Context: an optimization exercise on an open-source flow, tuned for small area, a short achievable clock period and few clock cycles. The choices shown serve that exercise and are no tape-out recipe. Only simulation tests tie the RTL to the original design; equivalence was not proved. No activity file was given, so power comes from the tool's default toggle rates.

<file path="config.mk">
export PLATFORM = sky130hd
export DESIGN_NAME = ARM
export DESIGN_NICKNAME = ARM
export VERILOG_FILES = /design/flow/design.v
export SDC_FILE = /design/flow/constraint.sdc
export NUM_CORES = 4
export LEC_CHECK = 0
export CAP_MARGIN = 20
export CORE_MARGIN = 2
export CORE_UTILIZATION = 40
export SETUP_SLACK_MARGIN = 0.5
export SLEW_MARGIN = 20
</file>
<file path="constraint.sdc">
create_clock -name core_clock -period 18.0 [get_ports {clk}]
set_input_delay 3.6000 -clock core_clock [delete_from_list [all_inputs] [get_ports {clk}]]
set_output_delay 3.6000 -clock core_clock [all_outputs]
set_load 0.01 [all_outputs]
</file>
<file path="design.v">
module register #(parameter WORD_LEN=32)(
    clk, 
    rst, 
    ld, 
    in, 
    out
    );
    input clk, rst, ld;
    input [WORD_LEN - 1: 0] in;
    output reg [WORD_LEN - 1: 0] out;
    always @(posedge clk or posedge rst) begin
        if (rst)
            out <= 0;
        else if (ld)
            out <= in;
    end
endmodule
module incrementer #(parameter WORD_LEN=32)(
    in, 
    out
    );
    input [WORD_LEN - 1:0] in;
    output [WORD_LEN - 1:0] out;
    assign out = in + 4;
endmodule
module mux2to1 #(parameter WORD_LEN=32) (
    a, 
    b, 
    sel_a, 
    sel_b, 
    out
    );
    input [WORD_LEN - 1:0] a, b;
    input sel_a, sel_b;
    output reg [WORD_LEN - 1:0] out;
    always @(a or b or sel_a or sel_b)
    begin
        out = 0;
        if (sel_a)
            out = a;
        else if (sel_b)
            out = b; 
    end
endmodule
module mux_3_to_1 
    #(parameter WIDTH=32)
(
    in1,
    in2,
    in3,
    sel,
    out
);
    input [WIDTH - 1 : 0] in1;
    input [WIDTH - 1 : 0] in2;
    input [WIDTH - 1 : 0] in3;
    input [1:0] sel;
    output reg [WIDTH - 1 : 0] out;
    always @(*) begin
        out = {WIDTH{1'b0}};
        if (sel == 2'b00)
            out = in1;
        else if (sel == 2'b01)
            out = in2;
        else if (sel == 2'b10)
            out = in3;
    end
endmodule
module IF_Stage(
    clk, 
    rst, 
    freeze, 
    branch_taken,
    branch_addr,
    instruction,
    PC,
    imem_addr,
    imem_rdata
);
    input clk, rst, freeze, branch_taken;
    input [32 - 1:0] branch_addr;
    output [32 - 1:0] instruction;
    output [32 - 1 : 0] PC;
    output [32 - 1 : 0] imem_addr;
    input [32 - 1 : 0] imem_rdata;
    wire [32 - 1 : 0] read_data;
    wire[32 - 1 : 0] pc_in, pc_reg_out, pc_inc_out;
    register #(.WORD_LEN(32)) pc_reg(
        .clk(clk), 
        .rst(rst),
        .ld(~freeze), 
        .in(pc_in), 
        .out(pc_reg_out)
    );
    incrementer #(.WORD_LEN(32)) pc_inc(
        .in(pc_reg_out), 
        .out(pc_inc_out)
    );
    mux2to1 #(.WORD_LEN(32)) pc_mux(
        .a(pc_inc_out), 
        .b(branch_addr), 
        .sel_a(~branch_taken), 
        .sel_b(branch_taken), 
        .out(pc_in)
    );
    assign imem_addr = pc_reg_out;
    assign read_data = imem_rdata;
    assign instruction = read_data;
    assign PC = pc_inc_out;
endmodule
module IF_Stage_Reg (
	input clk, rst, freeze, flush,
	input[32 - 1:0] PC_in, instruction_in,
	output reg[32 - 1:0] PC, instruction
);
	always @(posedge clk, posedge rst) begin
		if (rst)
		begin
			PC <= 32'b0;
			instruction <= 32'b0;
		end
		else begin
			if (freeze) begin
			  	PC <= PC;
				instruction <= instruction;
			end
			else if (flush)
			begin
			  	PC <= 32'b0;
				instruction <= 32'b0;
			end
			else
			begin
			  	PC <= PC_in;
				instruction <= instruction_in;
			end
		end
	end
endmodule
module ControlUnit(
		mode, opcode, s,
		exe_cmd, mem_read, mem_write,
		wb_enable, branch_taken, status_write_enable
		);
	input[2 - 1 : 0] mode;
	input[4 - 1 : 0] opcode;
	input s;
	output reg[4 - 1 : 0] exe_cmd;
	output reg mem_read, mem_write, wb_enable,
			branch_taken, status_write_enable;
	always @(mode, opcode, s) begin
		exe_cmd = 0; mem_read = 0;
		mem_write = 0; wb_enable = 0;
		branch_taken = 0;
		status_write_enable = 0;
		case (mode)
			2'b00 : begin
				case (opcode) 
					4'b1101 : begin
						wb_enable = 1'b1;
						status_write_enable = s;
						exe_cmd = 4'b1101;
					end
					4'b1111 : begin
						wb_enable = 1'b1;
						status_write_enable = s;
						exe_cmd = 4'b1111;
					end
					4'b0100 : begin
						wb_enable = 1'b1;
						status_write_enable = s;
						exe_cmd = 4'b0100;
					end
					4'b0101 : begin
						wb_enable = 1'b1;
						status_write_enable = s;
						exe_cmd = 4'b0101;
					end
					4'b0010 : begin
						wb_enable = 1'b1;
						status_write_enable = s;
						exe_cmd = 4'b0010;
					end		
					4'b0110 : begin
						wb_enable = 1'b1;
						status_write_enable = s;
						exe_cmd = 4'b0110;
					end
					4'b0000 : begin
						wb_enable = 1'b1;
						status_write_enable = s;
						exe_cmd = 4'b0000;
					end
					4'b1100 : begin
						wb_enable = 1'b1;
						status_write_enable = s;
						exe_cmd = 4'b1100;
					end
					4'b0001 : begin
						wb_enable = 1'b1;
						status_write_enable = s;
						exe_cmd = 4'b0001;
					end
					4'b1010 : begin
						wb_enable = 1'b0;
						status_write_enable = 1'b1;
						exe_cmd = 4'b1010;
					end
					4'b1000: begin
						wb_enable = 1'b0;
						status_write_enable = 1'b1;
						exe_cmd = 4'b1000;
					end
				endcase
			end
			2'b01 : begin
				case (s) 
					1'b1: begin
						wb_enable = 1'b1;
						status_write_enable = 1'b1;
						exe_cmd = 4'b0100;
						mem_read = 1'b1;
					end
					1'b0: begin
						wb_enable = 1'b0;
						status_write_enable = 1'b0;
						exe_cmd = 4'b0100;
						mem_write = 1'b1;
					end
				endcase
			end
			2'b10 : begin
				branch_taken = 1'b1;
			end
		endcase
	end
endmodule
module Condition_Check (
    cond,
    stat_reg,
    cond_state
);
    input [4 - 1:0] cond;
    input [4 - 1:0] stat_reg;
    output cond_state;
    wire z, c, n, v;
    assign {z, c, n, v} = stat_reg;
    reg cond_state_reg;
    always @(cond, z, c, n, v) begin
        cond_state_reg = 1'b0;
        case(cond)
            4'b0000 : begin
                cond_state_reg = z;
            end
            4'b0001 : begin
                cond_state_reg = ~z;
            end
            4'b0010 : begin
                cond_state_reg = c;
            end
            4'b0011 : begin
                cond_state_reg = ~c;
            end
            4'b0100 : begin
                cond_state_reg = n;
            end
            4'b0101 : begin
                cond_state_reg = ~n;
            end
            4'b0110 : begin
                cond_state_reg = v;
            end
            4'b0111 : begin
                cond_state_reg = ~v;
            end
            4'b1000 : begin
                cond_state_reg = c & ~z;
            end
            4'b1001 : begin
                cond_state_reg = ~c | z;
            end
            4'b1010 : begin
                cond_state_reg = (n & v) | (~n & ~v);
            end
            4'b1011 : begin
                cond_state_reg = (n & ~v) | (~n & v);
            end
            4'b1100 : begin
                cond_state_reg = ~z & ((n & v) | (~n & ~v));
            end
            4'b1101 : begin
                cond_state_reg = z | (n & ~v) | (~n & ~v);
            end
            4'b1110 : begin
                cond_state_reg = 1'b1;
            end
        endcase
    end
    assign cond_state = cond_state_reg;
endmodule
module RegisterFile (
	clk, 
    rst, 
    src1, 
    src2, 
    dest_wb, 
	result_wb,  
    wb_enable,
	reg1, 
    reg2
);
    input clk, rst;
    input [4 - 1 : 0] src1, src2, dest_wb;
	input[32 - 1:0] result_wb;
    input wb_enable;
	output [32 - 1:0] reg1, reg2;
    reg[32 - 1:0] data[0:16 - 1];
    always @(negedge clk, posedge rst) begin
		if (rst) begin
            data[0] <= 32'd0;
            data[1] <= 32'd1;
            data[2] <= 32'd2;
            data[3] <= 32'd3;
            data[4] <= 32'd4;
            data[5] <= 32'd5;
            data[6] <= 32'd6;
            data[7] <= 32'd7;
            data[8] <= 32'd8;
            data[9] <= 32'd9;
            data[10] <= 32'd10;
            data[11] <= 32'd11;
            data[12] <= 32'd12;
            data[13] <= 32'd13;
            data[14] <= 32'd14;
            data[15] <= 32'd15;
        end
        else if (wb_enable) data[dest_wb] <= result_wb;
	end
    assign reg1 = data[src1];
    assign reg2 = data[src2];
endmodule 
module ID_Stage(
	clk,
	rst,
	PC_in,
	instruction_in,
	hazard,
	status_register_in,	
	wb_dest,
	wb_value,
	wb_enable_WB,
	PC,
	mem_read_out, 
	mem_write_out, 
	wb_enable_out,
	execute_command_out,
	branch_taken_out, 
	status_write_enable_out,
	reg_file_out1, 
	reg_file_out2,
	two_src,
	src1_out, 
	src2_out,
	immediate_out,
	signed_immediate,
	shift_operand,
	dest_reg_out  
);
	input clk;
	input rst;
	input[32 - 1: 0] PC_in;
	input[32 - 1:0] instruction_in;
	input hazard;
	input [3:0] status_register_in;
	input [4 - 1 : 0] wb_dest;
	input [32 - 1 : 0] wb_value;
	input wb_enable_WB;
	output[32 - 1: 0] PC;
	output mem_read_out, mem_write_out, wb_enable_out;
	output [4 - 1:0] execute_command_out;
	output branch_taken_out, status_write_enable_out;
	output [32 - 1:0] reg_file_out1, reg_file_out2;
	output two_src;
	output [4 - 1 : 0] src1_out, src2_out;
	output immediate_out;
	output [23:0] signed_immediate;
	output [12 - 1:0] shift_operand;
	output [4 - 1:0] dest_reg_out;  
	assign PC = PC_in;
	assign src1_out = instruction_in[19:16];
	wire two_src_mem_write_en;
	wire control_unit_mux_enable;
	wire mem_write;
	assign two_src_mem_write_en = mem_write;
	assign two_src = (~instruction_in[25]) | (two_src_mem_write_en);
	wire mem_read, wb_enable, branch_taken, status_write_enable;
	wire [4 - 1:0] execute_command;
	ControlUnit control_unit(
		.mode(instruction_in[27:26]),
		.opcode(instruction_in[24:21]), 
		.s(instruction_in[20]),
		.exe_cmd(execute_command), 
		.mem_read(mem_read), 
		.mem_write(mem_write),
		.wb_enable(wb_enable), 
		.branch_taken(branch_taken),
		.status_write_enable(status_write_enable)
	);
	wire cond_state;
	assign control_unit_mux_enable = ~cond_state | hazard;
	assign mem_read_out = control_unit_mux_enable == 1'b0 ? mem_read : 1'b0;
	assign mem_write_out = control_unit_mux_enable == 1'b0 ? mem_write : 1'b0;
	assign wb_enable_out = control_unit_mux_enable == 1'b0 ? wb_enable : 1'b0;
	assign branch_taken_out = control_unit_mux_enable == 1'b0 ? branch_taken : 1'b0;
	assign status_write_enable_out = control_unit_mux_enable == 1'b0 ? status_write_enable : 1'b0;
	assign execute_command_out = control_unit_mux_enable == 1'b0 ? execute_command : 4'b0;
	wire[4 - 1:0] reg_file_src1, reg_file_src2;
	assign reg_file_src1 = instruction_in[19:16];
	assign reg_file_src2 = mem_write ? instruction_in[15:12] : instruction_in[3:0];
	assign src2_out = reg_file_src2; 
	RegisterFile register_file(
		.clk(clk), 
		.rst(rst),
    	.src1(reg_file_src1), 
		.src2(reg_file_src2),
		.dest_wb(wb_dest),
		.result_wb(wb_value),
    	.wb_enable(wb_enable_WB),
		.reg1(reg_file_out1), .reg2(reg_file_out2)
	);
	Condition_Check condition_check(
		.cond(instruction_in[31:28]),
		.stat_reg(status_register_in),
		.cond_state(cond_state)
    );
	assign shift_operand = instruction_in[11:0];
	assign signed_immediate = instruction_in[23:0];
	assign dest_reg_out = instruction_in[15:12];
	assign immediate_out = instruction_in[25];
endmodule
module ID_Stage_Reg(
	clk, 
	rst, 
	flush, 
	pc_in, 
	mem_read_in, 
	mem_write_in, 
	wb_enable_in,
	branch_taken_in, 
	status_write_enable_in, 
	execute_command_in, 
	val_rn_in, 
	val_rm_in,
	immediate_in, 
	signed_immediate_in, 
	shift_operand_in, 
	dest_reg_in,
	status_register_in, 
	pc_out, 
	mem_read_out, 
	mem_write_out, 
	wb_enable_out,
	branch_taken_out, 
	status_write_enable_out, 
	execute_command_out, 
	val_rn_out,
	val_rm_out,
	immediate_out, 
	signed_immediate_out, 
	shift_operand_out, 
	dest_reg_out,
	status_register_out,
	src1_in,
	src2_in,
	src1_out,
	src2_out,
	freeze
);
	input clk, rst, flush;
	input[32 - 1: 0] pc_in;
	input mem_read_in, mem_write_in, wb_enable_in;
	input branch_taken_in, status_write_enable_in;
	input [4 - 1:0] execute_command_in;
	input [32 - 1:0] val_rn_in, val_rm_in;
	input immediate_in;
	input [23:0] signed_immediate_in;
	input [12 - 1:0] shift_operand_in;
	input [4 - 1:0] dest_reg_in;
	input [3:0] status_register_in;
	input freeze;
	output reg[32 - 1: 0] pc_out;
	output reg mem_read_out, mem_write_out, wb_enable_out;
	output reg branch_taken_out, status_write_enable_out;
	output reg [4 - 1:0] execute_command_out;
	output reg [32 - 1:0] val_rn_out, val_rm_out;
	output reg immediate_out;
	output reg [23:0] signed_immediate_out;
	output reg [12 - 1:0] shift_operand_out;
	output reg [4 - 1:0] dest_reg_out;
	output reg [3:0] status_register_out;	
	input [4 - 1 : 0] src1_in, src2_in;
	output reg [4 - 1 : 0] src1_out, src2_out;
	always @(posedge clk, posedge rst) 
        if (rst) begin
			pc_out <= 32'b0;
			{mem_read_out, mem_write_out, wb_enable_out} <= {3'b0};
			{branch_taken_out, status_write_enable_out} <= {2'b0};
			execute_command_out <= 4'b0;
			{val_rn_out, val_rm_out} <= {32'b0, 32'b0};
			immediate_out <= 1'b0;
			signed_immediate_out <= 24'b0;
			shift_operand_out <= 12'b0;
			dest_reg_out <= 4'b0;
			status_register_out <= 4'b0;
		end
        else
		begin
			if (freeze)
			begin
			end
			else
			if (flush)
			begin
				pc_out <= 32'b0;
				{mem_read_out, mem_write_out, wb_enable_out} <= {3'b0};
				{branch_taken_out, status_write_enable_out} <= {2'b0};
				execute_command_out <= 4'b0;
				{val_rn_out, val_rm_out} <= {32'b0, 32'b0};
				immediate_out <= 1'b0;
				signed_immediate_out <= 24'b0;
				shift_operand_out <= 12'b0;
				dest_reg_out <= 4'b0;
				status_register_out <= 4'b0;
				src1_out <= 4'b0;
				src2_out <= 4'b0;
			end
			else
			begin
			  	pc_out <= pc_in;
				{mem_read_out, mem_write_out, wb_enable_out} <= {mem_read_in, mem_write_in, wb_enable_in};
				{branch_taken_out, status_write_enable_out} <= {branch_taken_in, status_write_enable_in};
				execute_command_out <= execute_command_in;
				{val_rn_out, val_rm_out} <= {val_rn_in, val_rm_in};
				immediate_out <= immediate_in;
				signed_immediate_out <= signed_immediate_in;
				shift_operand_out <= shift_operand_in;
				dest_reg_out <= dest_reg_in;
				status_register_out <= status_register_in;
            	src1_out <= src1_in;
				src2_out <= src2_in;
			end
		end
endmodule
module HazardDetector (
    input [4 - 1:0] src1, src2,
    input [4 - 1:0] exe_wb_dest,
    input [4 - 1:0]mem_wb_dest,
    input two_src, 
    input exe_wb_enable,
    input mem_wb_enable,
    input hazard_ignore,
    input EXE_mem_read_en,
    output reg hazard
);  
    always @(*)
    begin
        hazard = 1'b0;
        if (~hazard_ignore) begin
            if ((src1 == exe_wb_dest) && (exe_wb_enable == 1'b1))
                hazard = 1'b1;
            else
            if ((src1 == mem_wb_dest) && (mem_wb_enable == 1'b1))
                hazard = 1'b1;
            else
            if ((src2 == exe_wb_dest) && (exe_wb_enable == 1'b1) && (two_src == 1'b1))
                hazard = 1'b1;            
            else
            if ((src2 == mem_wb_dest) && (mem_wb_enable == 1'b1) && (two_src == 1'b1))
                hazard = 1'b1;    
            else
                hazard = 1'b0;
        end
        if (hazard_ignore) begin
            if ((src1 == exe_wb_dest) && EXE_mem_read_en)
                hazard = 1'b1;
            else
            if ((src2 == exe_wb_dest) && (two_src == 1'b1) && EXE_mem_read_en)
                hazard = 1'b1;
            else
                hazard = 1'b0;
        end
    end
endmodule
module val2gen(
		input [32 - 1:0] val_rm,
        input [11:0] shift_operand,
        input immediate, is_mem_command,
        output reg [32 - 1:0] val2_out
		);
    reg [2 * (32) - 1 : 0] tmp;
    integer i;
    always @(val_rm, shift_operand, immediate, is_mem_command) begin
        val2_out = 32'b0;
        tmp = 0;
        if (is_mem_command == 1'b0) begin
            if (immediate == 1'b1) begin
                val2_out = {24'b0 ,shift_operand[7 : 0]};
                tmp = {val2_out, val2_out} >> (({{2'b0},shift_operand[11 : 8]}) << 1);
                val2_out = tmp[32 - 1 : 0];
            end 
            else 
            if(immediate == 1'b0 && shift_operand[4] == 0) begin
                case(shift_operand[6:5])
                    2'b00 : begin
                        val2_out = val_rm << shift_operand[11 : 7];
                    end
                    2'b01 : begin
                        val2_out = val_rm >> shift_operand[11 : 7];
                    end
                    2'b10 : begin
                        val2_out = val_rm >>> shift_operand[11 : 7];
                    end
                    2'b11 : begin
                        tmp = {val_rm, val_rm} >> (shift_operand[11 : 7]);
                        val2_out = tmp[32 - 1 : 0];
                    end
                endcase
            end
        end 
        else  
        begin
            val2_out = { {20{shift_operand[11]}} , shift_operand[11 : 0]}; 
        end
    end
endmodule 
module ALU (
    alu_in1, 
    alu_in2,
    alu_command,
    status_register,
    alu_out,
    alu_status_register_out
    );
    input [32 - 1:0] alu_in1, alu_in2;
    input [4 - 1:0] alu_command;
    input [3:0] status_register;
    output reg [32 - 1:0] alu_out;
    output [3:0] alu_status_register_out;
    wire cin;
    assign cin = status_register[1];
    wire z, n; 
    assign z = (alu_out == 32'b0) ? 1'b1 : 1'b0;
    assign n = (alu_out[32 - 1]); 
    reg v, cout; 
    assign alu_status_register_out = {z, cout, n, v};
    always @(*) begin
        cout = 1'b0;
        v = 1'b0;
        case (alu_command)
            4'b1101:
                alu_out = alu_in2;
            4'b1111:
                alu_out = ~alu_in2; 
            4'b0100:
                begin
                    {cout, alu_out} = alu_in1 + alu_in2;
                    v = ((alu_in1[32 - 1] == alu_in2[32 - 1])
                            & (alu_out[32 - 1] != alu_in1[32 - 1]));
                end
            4'b0101:
                begin
                    {cout, alu_out} = alu_in1 + alu_in2 + cin;
                    v = ((alu_in1[32 - 1] == alu_in2[32 - 1]) 
                        & (alu_out[32 - 1] != alu_in1[32 - 1]));
                end
            4'b0010:
                begin
                    {cout, alu_out} = alu_in1 - alu_in2;
                    v = ((alu_in1[32 - 1] == ~alu_in2[32 - 1])
                        & (alu_out[32 - 1] != alu_in1[32 - 1]));
                end
            4'b0110:
                begin
                    {cout, alu_out} = alu_in1 - alu_in2 - 1 + cin;
                    v = ((alu_in1[32 - 1] == alu_in2[32 - 1])
                        & (alu_out[32 - 1] != alu_in1[32 - 1]));
                end
            4'b0000:
                alu_out	 = 	alu_in1 & alu_in2;
            4'b1100:
                alu_out	 = 	alu_in1 | alu_in2;
            4'b0001:
                alu_out	 = 	alu_in1 ^ alu_in2;
            4'b1010:
                begin
                    {cout, alu_out} = {alu_in1[31], {alu_in1}} - {alu_in2[31], {alu_in2}};
                        v = ((alu_in1[32 - 1] == ~alu_in2[32 - 1])
                            & (alu_out[32 - 1] != alu_in1[32 - 1]));
                end
            4'b1000:
                alu_out	 = 	alu_in1 & alu_in2;
            4'b0100:
                alu_out	 = 	alu_in1 + alu_in2;
            4'b0100:
                alu_out	 = 	alu_in1 + alu_in2;
            default:
                alu_out = 32'b0;
        endcase
    end    
endmodule
module EXE_Stage(
	clk, 
	rst,
	pc_in, 
	wb_enable_in, 
	mem_read_in, 
	mem_write_in, 
	status_register_write_enable, 
	branch_taken_in, 
	execute_command_in,
	immediate_in, 
	signed_immediate_24_in, 
	shift_operand_in, 
	val_rn_in, 
	val_rm_in, 
	status_register_in,
	pc_out,
	status_bits, 
	alu_res,
	branch_address,
	alu_res_in_MEM,
	wb_value_WB,
	alu_mux_src_1_sel,
	alu_mux_src_2_sel,
	val_rm_mux_out
);
	input clk, rst;
	input [32 - 1: 0] pc_in;
	input wb_enable_in, mem_read_in, mem_write_in, status_register_write_enable, branch_taken_in;
	input [4 - 1 : 0] execute_command_in;
	input immediate_in;
	input [23:0] signed_immediate_24_in;
	input [12 - 1 : 0] shift_operand_in;
	input [32 - 1: 0] val_rn_in, val_rm_in;
	input [3:0] status_register_in; 
	input [32 - 1 : 0] alu_res_in_MEM;
	input [32 - 1 : 0] wb_value_WB;
	input [1:0] alu_mux_src_1_sel;
	input [1:0] alu_mux_src_2_sel;
	output [32 - 1: 0] pc_out;
	output [3:0] status_bits;
	output [32 - 1 : 0] alu_res;
	output [32 - 1 : 0] branch_address;
	output [32 - 1 : 0] val_rm_mux_out;
	assign pc_out = pc_in;
	wire [32 - 1 : 0] alu_out;
	wire [32 - 1 : 0] val2out;
	wire [32 - 1 : 0] alu_mux_rn_out;
	wire [32 - 1 : 0] alu_mux_rm_out;
	ALU alu(
    	.alu_in1(alu_mux_rn_out), 
		.alu_in2(val2out),
    	.alu_command(execute_command_in),
    	.status_register(status_register_in),
    	.alu_out(alu_out),
    	.alu_status_register_out(status_bits)
    );
	assign alu_res = alu_out;
	wire is_mem_command;
	assign is_mem_command = mem_read_in | mem_write_in;
	mux_3_to_1 #(32) alu_mux_src_1(
		.in1(val_rn_in),
		.in2(alu_res_in_MEM),
		.in3(wb_value_WB),
		.sel(alu_mux_src_1_sel),
		.out(alu_mux_rn_out)
	);
	mux_3_to_1 #(32) alu_mux_src_2(
		.in1(val_rm_in),
		.in2(alu_res_in_MEM),
		.in3(wb_value_WB),
		.sel(alu_mux_src_2_sel),
		.out(alu_mux_rm_out)
	);
	assign val_rm_mux_out = alu_mux_rm_out;
	val2gen v2g(
		.val_rm(alu_mux_rm_out),
        .shift_operand(shift_operand_in),
        .immediate(immediate_in), 
		.is_mem_command(is_mem_command),
        .val2_out(val2out)
		);
	wire [32 - 1 : 0] adder_out;
	wire [32 - 1 : 0] sign_immediate_extended = { {8{signed_immediate_24_in[23]}}, signed_immediate_24_in}; 
	assign adder_out = pc_in + (sign_immediate_extended << 2);	
	assign branch_address = adder_out;
endmodule 
module EXE_Stage_Reg(
	clk,
	rst,
	pc_in,
	wb_enable_in,
	mem_read_in,
	mem_write_in,
	alu_res_in,
	val_rm_in,
	dest_in,
	pc_out,
	wb_enable_out,
	mem_read_out,
	mem_write_out,
	alu_res_out,
	val_rm_out,
	dest_out,
	freeze
);
	input clk, rst;
	input [32 - 1 : 0] pc_in;
	input wb_enable_in, mem_read_in, mem_write_in;
	input [32 - 1 : 0] alu_res_in, val_rm_in;
	input [4 - 1 : 0] dest_in;
	input freeze;
	output reg[32 - 1 : 0] pc_out;
	output reg wb_enable_out, mem_read_out, mem_write_out;
	output reg [32 - 1 : 0] alu_res_out, val_rm_out;
	output reg [4 - 1 : 0] dest_out;
	always @(posedge clk, posedge rst) 
        if (rst)
		begin
            pc_out <= 32'b0;
			{wb_enable_out, mem_read_out, mem_write_out} <= {3'b0};
			{alu_res_out, val_rm_out} <= {32'b0, 32'b0};
			dest_out <= 4'b0;
		end
        else
		begin
			if (freeze)
			begin
			end
			else
			begin
				pc_out <= pc_in;
				{wb_enable_out, mem_read_out, mem_write_out} <= {wb_enable_in, mem_read_in, mem_write_in};
				{alu_res_out, val_rm_out} <= {alu_res_in, val_rm_in};
				dest_out <= dest_in;
			end
		end
endmodule
module StatusRegister(
    clk,
    rst,
    ld,
    in,
    out
);
    input clk;
    input rst;
    input ld;
    input [3:0] in;
    output reg [3:0] out;
    always@(negedge clk, posedge rst) 
	begin
		if (rst) 
            out <= 0;
		else 
        if (ld) 
            out <= in;
	end
endmodule
module cache(
    clk,
    rst,
    address,
    write_data,
    cache_read_en,
    cache_write_en,
    invalidate,
    read_data,
    hit
);
    input clk, rst;
    input [16 : 0] address;
    input [63 : 0] write_data;
    input cache_read_en, cache_write_en, invalidate;
    output [32 - 1 : 0] read_data;
    output hit;
    wire [12 - 1 : 0] tag;
    wire col;
    wire [$clog2(16) - 1 : 0] row;
    assign {tag, row, col} = address;
    reg [32 - 1 : 0] data_0_0 [0 : 16 - 1];
    reg [32 - 1 : 0] data_0_1 [0 : 16 - 1];
    reg [32 - 1 : 0] data_1_0 [0 : 16 - 1];
    reg [32 - 1 : 0] data_1_1 [0 : 16 - 1];
    reg [12 - 1 : 0] tag_0 [0 : 16 - 1];
    reg [12 - 1 : 0] tag_1 [0 : 16 - 1];
    reg [16 - 1 : 0] valid_0;
    reg [16 - 1 : 0] valid_1;
    reg [16 - 1 : 0] lru;
    wire set_0_hit, set_1_hit;
    assign set_0_hit = (tag_0[row] == tag) & valid_0[row];
    assign set_1_hit = (tag_1[row] == tag) & valid_1[row];
    wire [32 - 1 : 0] data_0_out = col ? data_0_1[row] : data_0_0[row];
    wire [32 - 1 : 0] data_1_out = col ? data_1_1[row] : data_1_0[row];
    mux2to1 #(.WORD_LEN(32)) read_data_mux(
        .a(data_0_out),
        .b(data_1_out),
        .sel_a(set_0_hit),
        .sel_b(set_1_hit),
        .out(read_data)
    );
    assign hit = set_0_hit | set_1_hit;
    always @(posedge clk, posedge rst) begin
        if (rst) begin
            valid_0 <= {16{1'b0}};
            valid_1 <= {16{1'b0}};
            lru <= {16{1'b0}};
        end
        else begin
            if (cache_read_en & hit)
                lru[row] <= set_0_hit ? 1'b0: 1'b1;
            if (invalidate & hit) begin
                if (set_0_hit) begin
                    valid_0[row] <= 1'b0;
                    lru[row] <= 1'b1;
                end
                else if (set_1_hit) begin
                    valid_1[row] <= 1'b0;
                    lru[row] <= 1'b0;
                end
            end
            if (cache_write_en) begin
                if (~lru[row])
                    valid_1[row] <= 1'b1;
                else
                    valid_0[row] <= 1'b1;
            end
        end
    end
    always @(posedge clk) begin
        if (cache_write_en) begin
            if (~lru[row]) begin
                data_1_1[row] <= write_data[63 : 32];
                data_1_0[row] <= write_data[31 : 0];
                tag_1[row] <= tag;
            end
            else begin
                data_0_1[row] <= write_data[63 : 32];
                data_0_0[row] <= write_data[31 : 0];
                tag_0[row] <= tag;
            end
        end
    end
endmodule
module cache_controller(
    clk, 
    rst, 
    addr, 
    write_data,
    mem_read_enable, 
    mem_write_enable,
    sram_ready,
    read_data,
    sram_read_data,
    sram_addr,
    sram_write_data,
    sram_write_en,
    sram_read_en,
    ready
);
    input clk, rst;
    input [32 - 1 : 0] addr;
    input [32 - 1 : 0] write_data;
    input mem_read_enable, mem_write_enable;
    input [2 * 32 - 1 : 0] sram_read_data;
    input sram_ready;
    output reg [32 - 1 : 0] sram_addr;
    output reg [32 - 1 : 0] sram_write_data;
    output reg [32 - 1 : 0] read_data;
    output ready;
    output sram_write_en, sram_read_en;
    wire [16 : 0] cache_addr;
    assign cache_addr = addr[17 : 2];
    wire [32 - 1 : 0] cache_read_data;
    wire cache_write_en, cache_read_en, cache_invalidate;
    wire cache_hit;
    cache cache(
        .clk(clk),
        .rst(rst),
        .address(cache_addr),
        .write_data(sram_read_data),
        .cache_read_en(cache_read_en),
        .cache_write_en(cache_write_en),
        .invalidate(cache_invalidate),
        .read_data(cache_read_data),
        .hit(cache_hit)
    );
    reg [2 : 0] ps, ns;
    parameter   IDLE = 3'b000, 
                MISS = 3'b001, 
                WRITE = 3'b010;
    assign sram_write_en = (ps == WRITE);
    assign sram_read_en = (ps == MISS);
    assign ready = (ns == IDLE);
    assign cache_read_en = (ps == IDLE);
    assign cache_write_en = (ps == MISS && sram_ready);
    assign cache_invalidate = (ps == IDLE && ns == WRITE);
    always @(posedge clk, posedge rst) begin
        if (rst)
            ps <= IDLE;
        else
            ps <= ns;
    end
    always @(*)
    begin
        case (ps)
            IDLE: begin
            if (mem_read_enable && ~cache_hit)
                ns = MISS;
            else if (mem_write_enable)
                ns = WRITE;
            else
                ns = IDLE; 
            end
            MISS: begin
                if (sram_ready)
                    ns = IDLE;
                else
                    ns = MISS;
            end
            WRITE: begin
                if (sram_ready)
                    ns = IDLE;
                else
                    ns = WRITE;
            end
            default: ns = IDLE;
        endcase
    end
    always @(*) begin
        read_data = 32'b0;
        if (ps == IDLE && cache_hit)
            read_data = cache_read_data;
        else 
        if (ps == MISS && sram_ready) begin
            read_data = addr[2] ? sram_read_data[63:32] : sram_read_data[31:0];
        end
    end
    always @(*)
    begin
        sram_write_data = 32'b0;
        if (ps == WRITE)
            sram_write_data = write_data;
    end
    always @(*)
    begin
        sram_addr = 32'b0;
        if (ps == MISS || ps == WRITE)
            sram_addr = addr;
    end
endmodule
module MEM_Stage(
	clk,
	rst,
	pc_in,
	mem_write_in,
	mem_read_in,
	alu_res_in,
	val_rm_in,
	data_mem_out,
	pc_out,
	alu_res_out_MEM,
	freeze_MEM,
	dmem_addr,
	dmem_wdata,
	dmem_we,
	dmem_re,
	dmem_rdata,
	dmem_ready
);
	input clk;
	input rst;
	input [32 - 1 : 0] pc_in;
	input mem_write_in;
	input mem_read_in;
	input [32 - 1 : 0] alu_res_in;
	input [32 - 1 : 0] val_rm_in;
	output [32 - 1 : 0] data_mem_out;
	output [32 - 1 : 0] pc_out;
	output freeze_MEM;
	output [32 - 1 : 0] dmem_addr;
	output [32 - 1 : 0] dmem_wdata;
	output dmem_we, dmem_re;
	input [2 * 32 - 1 : 0] dmem_rdata;
	input dmem_ready;
	assign pc_out = pc_in;
	output [32 - 1 : 0] alu_res_out_MEM;
	assign alu_res_out_MEM = alu_res_in;
	wire [32 - 1 : 0] sram_addr;
    wire [32 - 1 : 0] sram_write_data;
    wire sram_write_en;
    wire sram_read_en;
    wire [2 * 32 - 1 : 0] sram_read_data; 
    wire sram_ready;
    assign dmem_addr = sram_addr;
    assign dmem_wdata = sram_write_data;
    assign dmem_we = sram_write_en;
    assign dmem_re = sram_read_en;
    assign sram_read_data = dmem_rdata;
    assign sram_ready = dmem_ready;
	wire cache_ready;
    cache_controller cache_ctrl(
        .clk(clk),
        .rst(rst),
        .addr(alu_res_in), 
        .write_data(val_rm_in),
        .mem_read_enable(mem_read_in), 
        .mem_write_enable(mem_write_in),
        .read_data(data_mem_out),
        .ready(cache_ready),
        .sram_addr(sram_addr),
        .sram_write_data(sram_write_data),
        .sram_write_en(sram_write_en),
        .sram_read_en(sram_read_en),
        .sram_read_data(sram_read_data), 
        .sram_ready(sram_ready)
    );
	assign freeze_MEM = ~cache_ready;
endmodule 
module MEM_Stage_Reg(
	clk,
	rst,
	pc_in,
	wb_enable_in,
	mem_read_in,
	alu_res_in,
	data_mem_in,
	dest_reg_in,
	wb_enable_out,
	mem_read_out,
	alu_res_out,
	data_mem_out,
	dest_reg_out,
	pc_out,
	freeze
);
	input clk;
	input rst;
	input [32 - 1 : 0] pc_in;
	input wb_enable_in;
	input mem_read_in;
	input [32 - 1 : 0] alu_res_in;
	input [32 - 1 : 0] data_mem_in;
	input [4 - 1 : 0] dest_reg_in;
	input freeze;
	output reg wb_enable_out;
	output reg mem_read_out;
	output reg [32 - 1 : 0] alu_res_out;
	output reg [32 - 1 : 0] data_mem_out;
	output reg [4 - 1 : 0] dest_reg_out;
	output reg [32 - 1 : 0] pc_out;
	always @(posedge clk, posedge rst) 
        if (rst)
		begin
			wb_enable_out <= 1'b0;
			mem_read_out <= 1'b0;
			alu_res_out <= 32'b0;
			data_mem_out <= 32'b0;
			dest_reg_out <= 4'b0;
			pc_out <= 32'b0;
		end
        else
		begin
			if (freeze)
			begin
			end
			else
			begin
				wb_enable_out <= wb_enable_in;
				mem_read_out <= mem_read_in;
				alu_res_out <= alu_res_in;
				data_mem_out <= data_mem_in;
				dest_reg_out <= dest_reg_in;
				pc_out <= pc_in;
			end
		end
endmodule
module WB_Stage(
	clk,
	rst,
	pc_in,
	mem_read,
	alu_res_in,
	data_mem_in,
	wb_value,
	pc_out
);
	input clk;
	input rst;
	input [32 - 1 : 0] pc_in;
	input mem_read;
	input [32 - 1 : 0] alu_res_in;
	input [32 - 1 : 0] data_mem_in;
	output [32 - 1 : 0] wb_value;
	output [32 - 1 : 0] pc_out;
	assign pc_out = pc_in;
	mux2to1  #(.WORD_LEN(32)) wb_stage_mux(
		.a(data_mem_in), .sel_a(mem_read),
		.b(alu_res_in), .sel_b(~mem_read),
		.out(wb_value)
	);
endmodule 
module Forwarding 
(
    en_forwarding,
	WB_wb_en, 
    MEM_wb_en,
    MEM_dst, 
    WB_dst, 
    src1_in, 
    src2_in,
    sel_src1, 
    sel_src2,
    ignore_hazard
);
    input en_forwarding;
	input WB_wb_en, MEM_wb_en;
    input [4 - 1:0] MEM_dst, WB_dst, src1_in, src2_in;
    output reg [1:0] sel_src1, sel_src2;
    output reg ignore_hazard;
	always@(*) begin
		sel_src1 = 2'b0;
		sel_src2 = 2'b0;
        ignore_hazard = 1'b0;
        if (en_forwarding && WB_wb_en) begin
            if (WB_dst == src1_in) begin
                sel_src1 = 2'b10;  
                ignore_hazard = 1'b1;
            end
            if (WB_dst == src2_in) begin
                sel_src2 = 2'b10;  
                ignore_hazard = 1'b1;
            end
        end
        if (en_forwarding && MEM_wb_en) begin
            if (MEM_dst == src1_in) begin
                sel_src1 = 2'b01;
                ignore_hazard = 1'b1;
            end
            if (MEM_dst == src2_in) begin
                sel_src2 = 2'b01;
                ignore_hazard = 1'b1;
            end
        end
	end
endmodule
module ARM(
	input clk,
	input rst,
	output [32 - 1 : 0] imem_addr,
	input [32 - 1 : 0] imem_rdata,
	output [32 - 1 : 0] dmem_addr,
	output [32 - 1 : 0] dmem_wdata,
	output dmem_we,
	output dmem_re,
	input [2 * 32 - 1 : 0] dmem_rdata,
	input dmem_ready,
	output wb_en,
	output [4 - 1 : 0] wb_dest,
	output [32 - 1 : 0] wb_value
);
	wire frwrd_mode;
	assign frwrd_mode = 1'b1;
	wire freeze, branch_taken, flush;
	wire[32 - 1:0] 	PC_IF, PC_IF_Reg,
								PC_ID, PC_ID_Reg,
								PC_EXE, PC_EXE_Reg,
								PC_MEM, PC_MEM_Reg,
								PC_WB;
	wire [3:0] actual_status_register_out; 
	wire[32 - 1:0] 	Instruction_IF, Instruction_IF_Reg;
	wire hazard;
	assign freeze = hazard;
	wire branch_taken_ID_Reg;
	assign flush = branch_taken_ID_Reg;
	wire branch_taken_EXE;
	assign branch_taken_EXE = branch_taken_ID_Reg;
	wire [32 - 1 : 0] branch_address_EXE;
	wire freeze_MEM;  
	IF_Stage IF_Stage(
		.clk(clk), 
		.rst(rst),
		.freeze(freeze | freeze_MEM), 
		.branch_taken(branch_taken_EXE),
		.branch_addr(branch_address_EXE),
		.PC(PC_IF),
		.instruction(Instruction_IF),
		.imem_addr(imem_addr),
		.imem_rdata(imem_rdata)
	);
	IF_Stage_Reg IF_Stage_Reg(
		.clk(clk), 
		.rst(rst),
		.freeze(freeze | freeze_MEM), 
		.flush(flush),
		.PC_in(PC_IF), 
		.instruction_in(Instruction_IF),
        .PC(PC_IF_Reg), 
		.instruction(Instruction_IF_Reg)
	);
	wire mem_read_ID, mem_read_ID_Reg;
	wire mem_write_ID, mem_write_ID_Reg;
	wire wb_enable_ID, wb_enable_ID_Reg;
	wire [4 - 1:0] execute_command_ID, execute_command_ID_Reg;
	wire branch_taken_ID; 
	wire status_write_enable_ID, status_write_enable_ID_Reg;
	wire [32 - 1:0] reg_file_1_ID, reg_file_1_ID_Reg;
	wire [32 - 1:0] reg_file_2_ID, reg_file_2_ID_Reg;
	wire immediate_ID, immediate_ID_Reg;
	wire [23:0] signed_immediate_ID, signed_immediate_ID_Reg;
	wire [12 - 1:0] shift_operand_ID, shift_operand_ID_Reg;
	wire [4 - 1:0] dest_reg_ID, dest_reg_ID_Reg;
	wire [3:0] status_register_ID_Reg, status_register_ID;
	wire two_src_ID;
	wire [4 - 1 : 0] src1_ID, src2_ID;
	wire [4 - 1 : 0] dest_reg_EXE_Reg;
	wire wb_enable_MEM_Reg;
	wire [32 - 1 : 0] wb_value_WB;
	wire [4 - 1 : 0] dest_reg_MEM_Reg;
	ID_Stage ID_Stage(
		.clk(clk), 
		.rst(rst), 
		.PC_in(PC_IF_Reg), 
		.hazard(hazard),
		.instruction_in(Instruction_IF_Reg), 
		.PC(PC_ID), 
		.status_register_in(actual_status_register_out),
		.wb_dest(dest_reg_MEM_Reg),
		.wb_value(wb_value_WB),
		.wb_enable_WB(wb_enable_MEM_Reg),
		.mem_read_out(mem_read_ID), 
		.mem_write_out(mem_write_ID), 
		.wb_enable_out(wb_enable_ID),
		.execute_command_out(execute_command_ID),
		.branch_taken_out(branch_taken_ID), 
		.status_write_enable_out(status_write_enable_ID),
		.reg_file_out1(reg_file_1_ID), 
		.reg_file_out2(reg_file_2_ID), 
		.two_src(two_src_ID),
		.src1_out(src1_ID),
		.src2_out(src2_ID),
		.immediate_out(immediate_ID),
		.signed_immediate(signed_immediate_ID), 
		.shift_operand(shift_operand_ID),
		.dest_reg_out(dest_reg_ID)
	);
	wire wb_enable_EXE_Reg;
	wire ignore_hazard_FWD;
	HazardDetector HazardDetector(
		.src1(src1_ID), 
		.src2(src2_ID),
		.exe_wb_dest(dest_reg_ID_Reg), 
		.mem_wb_dest(dest_reg_EXE_Reg),  
		.two_src(two_src_ID), 
		.exe_wb_enable(wb_enable_ID_Reg),  
		.mem_wb_enable(wb_enable_EXE_Reg),  
		.EXE_mem_read_en(mem_read_ID_Reg),
		.hazard(hazard),
		.hazard_ignore(frwrd_mode)
	);
	assign status_register_ID = actual_status_register_out;
	wire [4 - 1 : 0] src1_ID_Reg, src2_ID_Reg;
	ID_Stage_Reg ID_Stage_Reg(
		.clk(clk), 
		.rst(rst), 
		.flush(flush), 
		.pc_in(PC_ID), 
		.mem_read_in(mem_read_ID),
		.mem_write_in(mem_write_ID), 
		.wb_enable_in(wb_enable_ID),
		.branch_taken_in(branch_taken_ID), 
		.status_write_enable_in(status_write_enable_ID), 
		.execute_command_in(execute_command_ID), 
		.val_rn_in(reg_file_1_ID), 
		.val_rm_in(reg_file_2_ID),
		.immediate_in(immediate_ID), 
		.signed_immediate_in(signed_immediate_ID),
		.shift_operand_in(shift_operand_ID), 
		.dest_reg_in(dest_reg_ID),
		.status_register_in(status_register_ID), 
		.pc_out(PC_ID_Reg), 
		.mem_read_out(mem_read_ID_Reg),
		.mem_write_out(mem_write_ID_Reg), 
		.wb_enable_out(wb_enable_ID_Reg),
		.branch_taken_out(branch_taken_ID_Reg), 
		.status_write_enable_out(status_write_enable_ID_Reg), 
		.execute_command_out(execute_command_ID_Reg), 
		.val_rn_out(reg_file_1_ID_Reg), 
		.val_rm_out(reg_file_2_ID_Reg),
		.immediate_out(immediate_ID_Reg), 
		.signed_immediate_out(signed_immediate_ID_Reg),
		.shift_operand_out(shift_operand_ID_Reg), 
		.dest_reg_out(dest_reg_ID_Reg),
		.status_register_out(status_register_ID_Reg),
		.freeze(freeze_MEM),
		.src1_in(src1_ID),
		.src2_in(src2_ID),
		.src1_out(src1_ID_Reg),
		.src2_out(src2_ID_Reg)
	);
	wire [32 - 1 : 0] alu_res_EXE;
	wire [3:0] alu_status_bits;
	wire [32 - 1 : 0] val_rm_mux_out_EXE;
	wire [32 - 1 : 0] alu_res_out_MEM;
	wire [1 : 0] sel_src1_FWD, sel_src2_FWD;
	EXE_Stage EXE_Stage(
		.clk(clk), 
		.rst(rst),
		.pc_in(PC_ID_Reg), 
		.wb_enable_in(wb_enable_ID_Reg), 
		.mem_read_in(mem_read_ID_Reg), 
		.mem_write_in(mem_write_ID_Reg), 
		.status_register_write_enable(status_write_enable_ID_Reg), 
		.branch_taken_in(branch_taken_ID_Reg), 
		.execute_command_in(execute_command_ID_Reg),
		.immediate_in(immediate_ID_Reg), 
		.signed_immediate_24_in(signed_immediate_ID_Reg), 
		.shift_operand_in(shift_operand_ID_Reg), 
		.val_rn_in(reg_file_1_ID_Reg), 
		.val_rm_in(reg_file_2_ID_Reg), 
		.status_register_in(status_register_ID_Reg),
		.pc_out(PC_EXE),
		.status_bits(alu_status_bits), 
		.alu_res(alu_res_EXE),
		.branch_address(branch_address_EXE),
		.alu_res_in_MEM(alu_res_out_MEM),  
		.wb_value_WB(wb_value_WB),
		.alu_mux_src_1_sel(sel_src1_FWD),  
		.alu_mux_src_2_sel(sel_src2_FWD),  
		.val_rm_mux_out(val_rm_mux_out_EXE)
	);
	wire mem_read_EXE_Reg;
	wire mem_write_EXE_Reg;
	wire [32 - 1 : 0] alu_res_EXE_Reg;
	wire [32 - 1 : 0] val_rm_EXE_Reg;
	EXE_Stage_Reg EXE_Stage_Reg(
		.clk(clk),
		.rst(rst),
		.pc_in(PC_EXE),
		.wb_enable_in(wb_enable_ID_Reg),
		.mem_read_in(mem_read_ID_Reg),
		.mem_write_in(mem_write_ID_Reg),
		.alu_res_in(alu_res_EXE),
		.val_rm_in(val_rm_mux_out_EXE),
		.dest_in(dest_reg_ID_Reg),
		.freeze(freeze_MEM),
		.pc_out(PC_EXE_Reg),
		.wb_enable_out(wb_enable_EXE_Reg),
		.mem_read_out(mem_read_EXE_Reg),
		.mem_write_out(mem_write_EXE_Reg),
		.alu_res_out(alu_res_EXE_Reg),
		.val_rm_out(val_rm_EXE_Reg),
		.dest_out(dest_reg_EXE_Reg)
	);
	StatusRegister StatusRegister(
		.clk(clk),
		.rst(rst),
		.ld(status_write_enable_ID_Reg),
		.in(alu_status_bits),
		.out(actual_status_register_out)
	);
	wire [32 - 1 : 0] data_mem_MEM;
	MEM_Stage MEM_Stage(
		.clk(clk),
		.rst(rst),
		.pc_in(PC_EXE_Reg),
		.mem_write_in(mem_write_EXE_Reg),
		.mem_read_in(mem_read_EXE_Reg),
		.alu_res_in(alu_res_EXE_Reg),
		.val_rm_in(val_rm_EXE_Reg),
		.data_mem_out(data_mem_MEM),
		.pc_out(PC_MEM),
		.alu_res_out_MEM(alu_res_out_MEM),
		.freeze_MEM(freeze_MEM),
		.dmem_addr(dmem_addr),
		.dmem_wdata(dmem_wdata),
		.dmem_we(dmem_we),
		.dmem_re(dmem_re),
		.dmem_rdata(dmem_rdata),
		.dmem_ready(dmem_ready)
	);
	wire mem_read_MEM_Reg;
	wire [32 - 1 : 0] alu_res_MEM_Reg;
	wire [32 - 1 : 0] data_mem_MEM_Reg;
	MEM_Stage_Reg MEM_Stage_Reg(
		.clk(clk),
		.rst(rst),
		.pc_in(PC_MEM),
		.wb_enable_in(wb_enable_EXE_Reg),
		.mem_read_in(mem_read_EXE_Reg),
		.alu_res_in(alu_res_EXE_Reg),
		.data_mem_in(data_mem_MEM),
		.dest_reg_in(dest_reg_EXE_Reg),
		.freeze(freeze_MEM),
		.wb_enable_out(wb_enable_MEM_Reg),
		.mem_read_out(mem_read_MEM_Reg),
		.alu_res_out(alu_res_MEM_Reg),
		.data_mem_out(data_mem_MEM_Reg),
		.dest_reg_out(dest_reg_MEM_Reg),
		.pc_out(PC_MEM_Reg)
	);
	WB_Stage WB_Stage(
		.clk(clk),
		.rst(rst),
		.pc_in(PC_MEM_Reg),
		.mem_read(mem_read_MEM_Reg),
		.alu_res_in(alu_res_MEM_Reg),
		.data_mem_in(data_mem_MEM_Reg),
		.wb_value(wb_value_WB),
		.pc_out(PC_WB)
	);
	Forwarding Forwarding ( 
		.en_forwarding(frwrd_mode),
		.WB_wb_en(wb_enable_MEM_Reg), 
		.MEM_wb_en(wb_enable_EXE_Reg),
		.MEM_dst(dest_reg_EXE_Reg), 
		.WB_dst(dest_reg_MEM_Reg), 
		.src1_in(src1_ID_Reg), 
		.src2_in(src2_ID_Reg),
		.sel_src1(sel_src1_FWD), 
		.sel_src2(sel_src2_FWD),
		.ignore_hazard(ignore_hazard_FWD)
	);
	assign wb_en = wb_enable_MEM_Reg;
	assign wb_dest = dest_reg_MEM_Reg;
	assign wb_value = wb_value_WB;
endmodule 
</file>
<file path="run.sh">
#!/bin/bash
# synth_recipe.tcl (not shown) runs the flow's synth.tcl, then flattens the netlist and writes it again
# the make line also repeats each setting of config.mk as NAME=value (left out here)
make -C /OpenROAD-flow-scripts/flow DESIGN_CONFIG=/design/flow/config.mk WORK_HOME=/design/flow/orfs CLKGATE_MAP_FILE= SYNTH_SCRIPT=/design/flow/synth_recipe.tcl finish
</file>
==> tab_implementation.tex <==
\begin{tabular}{lr}
\hline
Metric & Value \\
\hline
\multicolumn{2}{l}{\textbf{Power}} \\
IR drop worst, VDD & $\sim$0.00019 V \\
Pwr Density & between 150 and 200 nW/um\^{}2 \\
PnR Total Power & between 30 and 40 mW \\
Leak Pwr & 62.9 nW \\
\multicolumn{2}{l}{\textbf{Route}} \\
WL met1 & between 200000 and 250000 microns \\
Overall via count from detail\_route & roughly 110k \\
DRT Pass-1 Iters & 7 \\
Vias/cell & $\sim$6.3 \\
Top metal layer carrying routed signals & met5 \\
Avg WL per Cell & about 34 microns \\
Antenna Violating Nets Remaining & 0 \\
Routed length on met2 & roughly 260000 microns \\
Met3 wirelength from detailed routing & 56000 microns \\
DRC & 0 \\
Total wirelength of the detailed-routed design & between 500000 and 600000 microns \\
Drt first-iter violations & about 15k \\
\multicolumn{2}{l}{\textbf{Final layout}} \\
Cell area after layout & $\sim$180000 sq um \\
Footprint of the flip-flops and latches & approximately 96000 sq um \\
Most common library cell in the layout ignoring fill and taps & sky130\_fd\_sc\_hd\_\_edfxtp\_1 \\
Core occupancy in the finished layout & between 40\% and 50\% \\
Post-layout nets & $\sim$12k \\
Top library cells by usage in the layout, fill and taps aside & 2408 x sky130\_fd\_sc\_hd\_\_edfxtp\_1, 930 x sky130\_fd\_sc\_hd\_\_nand2\_1, 821 x sky130\_fd\_sc\_hd\_\_mux4\_2 \\
Final-layout fill cell count & $\sim$33k \\
Layout area overhead & 16.7\% \\
Total area of multi-input combinational cells & 55200 sq um \\
Non-Filler Instances & about 17k \\
Share of final-layout standard cells stronger than drive strength 1 & between 20\% and 30\% \\
\multicolumn{2}{l}{\textbf{Placement}} \\
Cell count after placement & 16.3k \\
Worst setup slack after placement & -128 ps \\
Placement-stage cell area & around 170000 sq um \\
Routability congestion estimate from global placement & 1.05 \\
Estimated wirelength of the detail-placed design & 361000 microns \\
Number of buffers inserted by port buffering & approximately 230 \\
\multicolumn{2}{l}{\textbf{Logic synthesis}} \\
Post-synth ARST share & 27.9\% \\
Most used flip-flop cell after synthesis & sky130\_fd\_sc\_hd\_\_edfxtp\_1 \\
Average instance area after synthesis & about 14 sq um \\
Area of the mapped netlist & $\sim$150000 sq um \\
Post-synthesis instance total & roughly 11k \\
Sequential cell area fraction in the yosys report & around 62\% \\
Count of flip-flops with a built-in enable after synthesis & about 2.4k \\
Warnings from Yosys & 18 \\
Number of distinct library cell variants in the gate-level netlist after synthesis & between 100 and 150 \\
Mapped Nets & approximately 11k \\
Number of synthesized register bits & 3342 \\
\multicolumn{2}{l}{\textbf{STA}} \\
Post-Route Setup TNS & 0 ps \\
Worst-margin pin slew & roughly 1200 ps \\
Layout Skew & around 66 ps \\
Final Hold Vio Count & 0 \\
Max-slew headroom at the worst pin & approximately a fifth \\
Setup violators final & 0 \\
Worst-case hold slack & between 400 and 500 ps \\
Final critical-path setup slack & $\sim$630 ps \\
Total count of max-transition violations in the final report & 0 \\
RSZ-0062 raised after global routing & false \\
\multicolumn{2}{l}{\textbf{Die}} \\
Core region area & 382000 sq um \\
Initial core utilization & 40.1\% \\
Rows & 227 \\
Die Y-Extent & 623 microns \\
Num ports & 234 \\
Chip width & just over 600 microns \\
DIE AREA & slightly below 400000 sq um \\
\multicolumn{2}{l}{\textbf{CTS}} \\
Number of sinks driven by the clock tree & around 3.3k \\
Number of buffers on the longest clock path & 4 \\
Clock H-tree levels & 5 \\
Worst-path clk slew & approximately 50 ps \\
Clock buffer count from CTS & approximately 350 \\
Clock Latency Late Sink & slightly above 900 ps \\
Clock tree from TritonCTS & built \\
Root buffer cell & sky130\_fd\_sc\_hd\_\_clkbuf\_16 \\
\multicolumn{2}{l}{\textbf{Worst setup path}} \\
Most common cell on crit path & sky130\_fd\_sc\_hd\_\_buf\_4 \\
Data required time at the worst endpoint & between 9000 and 10000 ps \\
Buf+Inv Stages, Crit Path & 7 \\
Critical-path top delay cell & sky130\_fd\_sc\_hd\_\_dfrtp\_2 \\
Data arrival time of the critical path & roughly 9300 ps \\
Kind of critical path & register to register \\
Worst setup EP type & register \\
Crit path largest cell delay & 640 ps \\
Cell class contributing the biggest share of worst-path delay & compound AO/OA/AOI/OAI gates \\
Type of element launching the critical path & register \\
CP Max Fanout & 21 \\
\multicolumn{2}{l}{\textbf{Status}} \\
Status & no timing/DRC/antenna violations \\
\multicolumn{2}{l}{\textbf{GRT}} \\
Wire length of the first global-routing pass & 816000 microns \\
Remaining global-route overflow & 0 \\
Via count of the first global-routing pass & about 100k \\
Initial antenna violation count & between 40 and 50 \\
GRT Total Usage & around 29\% \\
Largest net degree at the start of global routing & between 150 and 200 \\
\multicolumn{2}{l}{\textbf{Min path}} \\
Worst hold path type & register to register \\
\multicolumn{2}{l}{\textbf{Run}} \\
Maximum Capacitance Violations & 0 \\
\hline
\end{tabular}
## cell type report
type / count / area share [%]
Multi-Input combinational cell: 6699 / 30.9
Clock buffer: 464 / 5.47
Clock inverter: 213 / 0.917
Inverter: 178 / 0.376
Timing Repair Buffer: 1099 / 5.22
Antenna cell: 20 / 0.0280
Tap cell: 5038 / 3.53
Sequential cell: 3342 / 53.6
## layer usage
metal / GRT usage [%] / vias up
met5: 0 / -
met4: 16.9 / 32
met3: 5.64 / 1532
met2: 44.9 / 6349
met1: 39.6 / 55300
li1: - / 44400
## flip-flops by register name, indices dropped and copies added, names as in the netlist, 176 cells and up
signal,cells
MEM_Stage.cache_ctrl.cache.data_0_0,512
MEM_Stage.cache_ctrl.cache.data_1_0,512
ID_Stage.register_file.data,512
MEM_Stage.cache_ctrl.cache.data_0_1,512
MEM_Stage.cache_ctrl.cache.tag_0,176
MEM_Stage.cache_ctrl.cache.data_1_1,512
MEM_Stage.cache_ctrl.cache.tag_1,176
## synthesized netlist by cell type (all sizes together), types with 30 or more instances
master  instances  area (sq um)
a211oi         44           360
a21o           39           293
a21oi         746          3740
a221oi        101           885
a22o           91           797
a22oi         355          2670
a31oi          58           363
and2           95           597
and3           34           213
buf           150           667
clkbuf        651          2440
dfrtn         484         12100
dfrtp         418         10500
dfstp          32           841
edfxtp       2408         72300
ha            156          1950
inv           176           661
mux2           51           574
mux2i         149          1490
mux4          821         18500
nand2         933          3500
nand2b         82           513
nand3         194           971
nand3b         62           465
nand4         101           632
nor2          861          3230
nor3          138           691
nor4           57           384
o211ai         48           360
o21a           45           338
o21ai         562          2810
o221ai         30           269
o22ai          61           388
o311ai         65           569
o31a           38           333
o31ai          91           712
o41ai          68           596
xnor2         134          1170
xor2           54           473
## worst min-delay path: cells and delay by family (launching register included)
family	cells	cell delay, ps
AOI/OAI and AO/OA	1	60
and+or+nand+nor	1	50
DFF	1	420
## final timing paths
| check | cells after the start | startpoint | endpoint | slack, ps |
|---|---|---|---|---|
| hold reg to reg | 2 | ID_Stage.register_file.data[0][30] | ID_Stage.register_file.data[0][30] | 450 |
| setup reg to reg | 29 | ID_Stage_Reg.signed_immediate_out[7] | StatusRegister.out[3] | 630 |
| min in group asynchronous | 2 | rst | ID_Stage_Reg.signed_immediate_out[1] | 3270 |
| setup / recovery | 29 | ID_Stage_Reg.signed_immediate_out[7] | StatusRegister.out[3] | 630 |
| hold / removal | 2 | ID_Stage.register_file.data[0][30] | ID_Stage.register_file.data[0][30] | 450 |
| max in group asynchronous | 3 | rst | ID_Stage.register_file.data[13][11] | 4400 |
## where the power goes
group          switching (mW)  total, mW  internal [mW]
Clock                    3.07       7.22           4.15
Combinational            10.7       17.2           6.50
Sequential              0.924       10.2           9.26
Total                    14.7       34.6           19.9
## kinds of logic after synthesis
group,synth area share [%]
muxes,13.4
xor gates and xnor gates,1.07
adders and majority gates,1.31
AOI/OAI and AO/OA,11.3
buffers and inverters,2.47
and+or+nand+nor,7.95
DFF,62.5
## repair_timing
item,4_1_cts,5_1_grt
pin swaps,5,37
setup buffers,5,25
hold buffers,0,0
cloned,2,5
setup endpoints to repair,4,4
gates resized for setup,28,165
Testbench counts, summed over its fixed seeds: cycles 153,172.
